Context: an optimization exercise on an open-source flow, tuned for small area and a short achievable clock period. The choices shown serve that exercise and are no tape-out recipe. At most, simulation tests tie the RTL to the original design; equivalence was not proved.

Setup of lane 5:
Design accelerator, start of the top module:
module accelerator #(
    parameter MAP_SIZE = 9'h00a,
    parameter k = 9'h003,
    parameter p = 9'h002,
    parameter s = 1,
    parameter ptype = 1,
    parameter act_type = 0,
    parameter N = 8,
    parameter Q = 4,
    parameter AW = 8,
    parameter DW = 8,
    parameter [N-1:0] p_sqr_inv = 8'b00000100
    )(
    input clk,
    input global_rst,
    input ce,
    input [N-1:0] activation,
    input [(k*k)*N-1:0] weight1,
    output [N-1:0] data_out,
    output valid_op,
    output end_op,
    output [N-1:0] conv_out,
    output conv_valid,
    output conv_end
    );
export LEC_CHECK = 0
export CAP_MARGIN = 20
export CORE_MARGIN = 2
export CORE_UTILIZATION = 65
export CTS_CLUSTER_DIAMETER = 120
export CTS_CLUSTER_SIZE = 24
export PLACE_DENSITY = 0.75
export SETUP_SLACK_MARGIN = 2.8
export SLEW_MARGIN = 20
create_clock -name core_clock -period 8.0 [get_ports {clk}]
standard.sh (not shown) runs the stock make flow with config.mk's settings and CLKGATE_MAP_FILE= SYNTH_SCRIPT=/design/flow/synth_recipe.tcl, a recipe that flattens the netlist after the stock synthesis.
==> flow/flow/run.sh <==
#!/bin/bash
# The standard layout (the standard.sh: ORFS synthesis to finish), except
# that the port buffers are buf_1 cells instead of the cell buffer_ports picks
# by itself (clkdlybuf4s50_1). make's full output goes to standard.log; each
# ORFS step also keeps its own log under orfs/logs/.
set -euo pipefail
bash standard.sh "BUFFER_PORTS_ARGS=-buffer_cell sky130_fd_sc_hd__buf_1" finish > standard.log 2>&1
diff inputs: lane 5 => lane 4
--- a/flow/config.mk
+++ b/flow/config.mk
@@ -14 +14 @@
-export SETUP_SLACK_MARGIN = 2.8
+export SETUP_SLACK_MARGIN = 3.0
### Flow results
- Looking only at worst setup slack after layout, and setting everything else aside, the lower value of lane 5 and lane 4 goes to lane 5.
- Non-clock buffer count (lane 4 / lane 5): 1.14

---

Another version of the RTL of accelerator (not shown whole).
For scale: roughly 2,400 cells after synthesis, ~340 flip-flops.
==> flow/config.mk <==
export PLATFORM = sky130hd
export DESIGN_NAME = accelerator
export DESIGN_NICKNAME = accelerator
export VERILOG_FILES = /design/flow/design.v
export SDC_FILE = /design/flow/constraint.sdc
export NUM_CORES = 4
export LEC_CHECK = 0
export CAP_MARGIN = 20
export CORE_MARGIN = 2
export CORE_UTILIZATION = 65
export CTS_BUF_LIST = sky130_fd_sc_hd__clkbuf_4 sky130_fd_sc_hd__clkbuf_8
export PLACE_DENSITY = 0.75
export SETUP_SLACK_MARGIN = 3.0
export SLEW_MARGIN = 20
==> flow/constraint.sdc <==
create_clock -name core_clock -period 8.0 [get_ports {clk}]
set_input_delay 1.6000 -clock core_clock [delete_from_list [all_inputs] [get_ports {clk}]]
set_output_delay 1.6000 -clock core_clock [all_outputs]
set_load 0.01 [all_outputs]
run.sh (not shown) runs the stock make flow with config.mk's settings and CLKGATE_MAP_FILE= SYNTH_SCRIPT=/design/flow/synth_recipe.tcl, a recipe that flattens the netlist after the stock synthesis.
Stock flow here: none of the scripts above is used.
The first run produced a clean layout.
Change:
Settings changed: CORE_UTILIZATION 65 to 40, CTS_BUF_LIST sky130_fd_sc_hd__clkbuf_4 sky130_fd_sc_hd__clkbuf_8 to unset, PLACE_DENSITY 0.75 to unset.
Fmax is lower by 0.70%.
Final cell count is higher by 10%.
Critical path depth is lower by 6.
Setup slack is worse by 0.034 ns.
First-iteration DRC count is lower by 18%.
Via count is lower by 2.0%.
Final area is higher by 2.2%.
Sequential share of layout area is lower by 0.69 points.
Flip-flop and latch count does not change.
No run of this note included a check of the RTL's function; only the layout flow was run.

---

Setup of 04-04:
Another version of the RTL of accelerator (not shown whole).
Size in the first run: ~340 flip-flops, roughly 100 I/O pins, about 26,000 µm² of cells after synthesis.
==> flow/config.mk <==
export PLATFORM = sky130hd
export DESIGN_NAME = accelerator
export DESIGN_NICKNAME = accelerator
export VERILOG_FILES = /design/flow/design.v
export SDC_FILE = /design/flow/constraint.sdc
export NUM_CORES = 4
export LEC_CHECK = 0
export CAP_MARGIN = 20
export CORE_MARGIN = 2
export CORE_UTILIZATION = 70
export CTS_CLUSTER_DIAMETER = 120
export CTS_CLUSTER_SIZE = 24
export PLACE_DENSITY = 0.8
export SETUP_SLACK_MARGIN = 3.3
export SLEW_MARGIN = 20
==> flow/constraint.sdc <==
create_clock -name core_clock -period 8.0 [get_ports {clk}]
set_input_delay 1.6000 -clock core_clock [delete_from_list [all_inputs] [get_ports {clk}]]
set_output_delay 1.6000 -clock core_clock [all_outputs]
set_load 0.01 [all_outputs]
standard.sh (not shown) runs the stock make flow with config.mk's settings and CLKGATE_MAP_FILE= SYNTH_SCRIPT=/design/flow/synth_recipe.tcl, a recipe that flattens the netlist after the stock synthesis.
Scripts as last shown in full above: flow/flow/run.sh
#### Input delta (10-25 over 04-04)
- SETUP_SLACK_MARGIN: 3.3 -> 3.6
Re area occupied by multi-input gates: 10-25 is 640 µm² up on 04-04. On share of the core filled with cells: between 04-04 and 10-25, it ends up higher for 10-25. 10-25 vs. 04-04: area growth from synthesis to layout higher. | worst hold slack | 10-25 vs 04-04 | 0.0049 ns lower |. Comparing cell depth of the worst flop-to-flop path for 04-04 and 10-25, the bigger number came from 10-25. Comparing minimum period implied by the final worst setup slack for 04-04 and 10-25, the smaller number came from 04-04. 10-25 ended up with mac[1][7] as its critical path endpoint; 04-04 ended up with mac[5][7].
No run of this note included a check of the RTL's function; only the layout flow was run.

-- static timing again, ports no longer ideal --
No port has a modelled driver above. Below, the same layouts with a new extraction and two added sets of constraints.
Step 1 (the two cells are an assumption about what drives the block):
set clk [get_ports {clk}]
set_driving_cell -lib_cell sky130_fd_sc_hd__clkbuf_16 $clk
set_driving_cell -lib_cell sky130_fd_sc_hd__buf_2 [delete_from_list [all_inputs] $clk]
Step 2 times the ports against the registers' clock, not the clock port: input delays grow and output delays shrink by t, the midpoint of the rising clock arrivals with the driver on.
Three values: ideal ports, drivers, drivers and shift; two values: the first two.
run | t (ns) | setup slack, ns | latest minus earliest clock arrival (ns) | worst data-port slew with drivers (ns) | pins driven straight from the clock port
lane 5 | 0.578 | 3.060 / 3.086 / 2.508 | 0.030 / 0.030 | 0.05 | 1
lane 4 | 0.580 | 3.168 / 3.198 / 2.619 | 0.042 / 0.043 | 0.04 | 1
the first run of note 2 | 0.684 | 3.146 / 3.115 / 2.579 | 0.022 / 0.022 | 0.06 | 1
the second run of note 2 | 0.622 | 3.112 / 3.098 / 2.525 | 0.029 / 0.028 | 0.06 | 1
04-04 | 0.593 | 3.413 / 3.406 / 2.858 | 0.031 / 0.031 | 0.06 | 1
10-25 | 0.596 | 3.392 / 3.392 / 2.828 | 0.040 / 0.040 | 0.10 | 1
After both steps setup and hold are still met in every run listed. The setup slack of the second run of note 2, which loses most, moves by -0.014 ns with the drivers and by -0.587 ns with both steps.
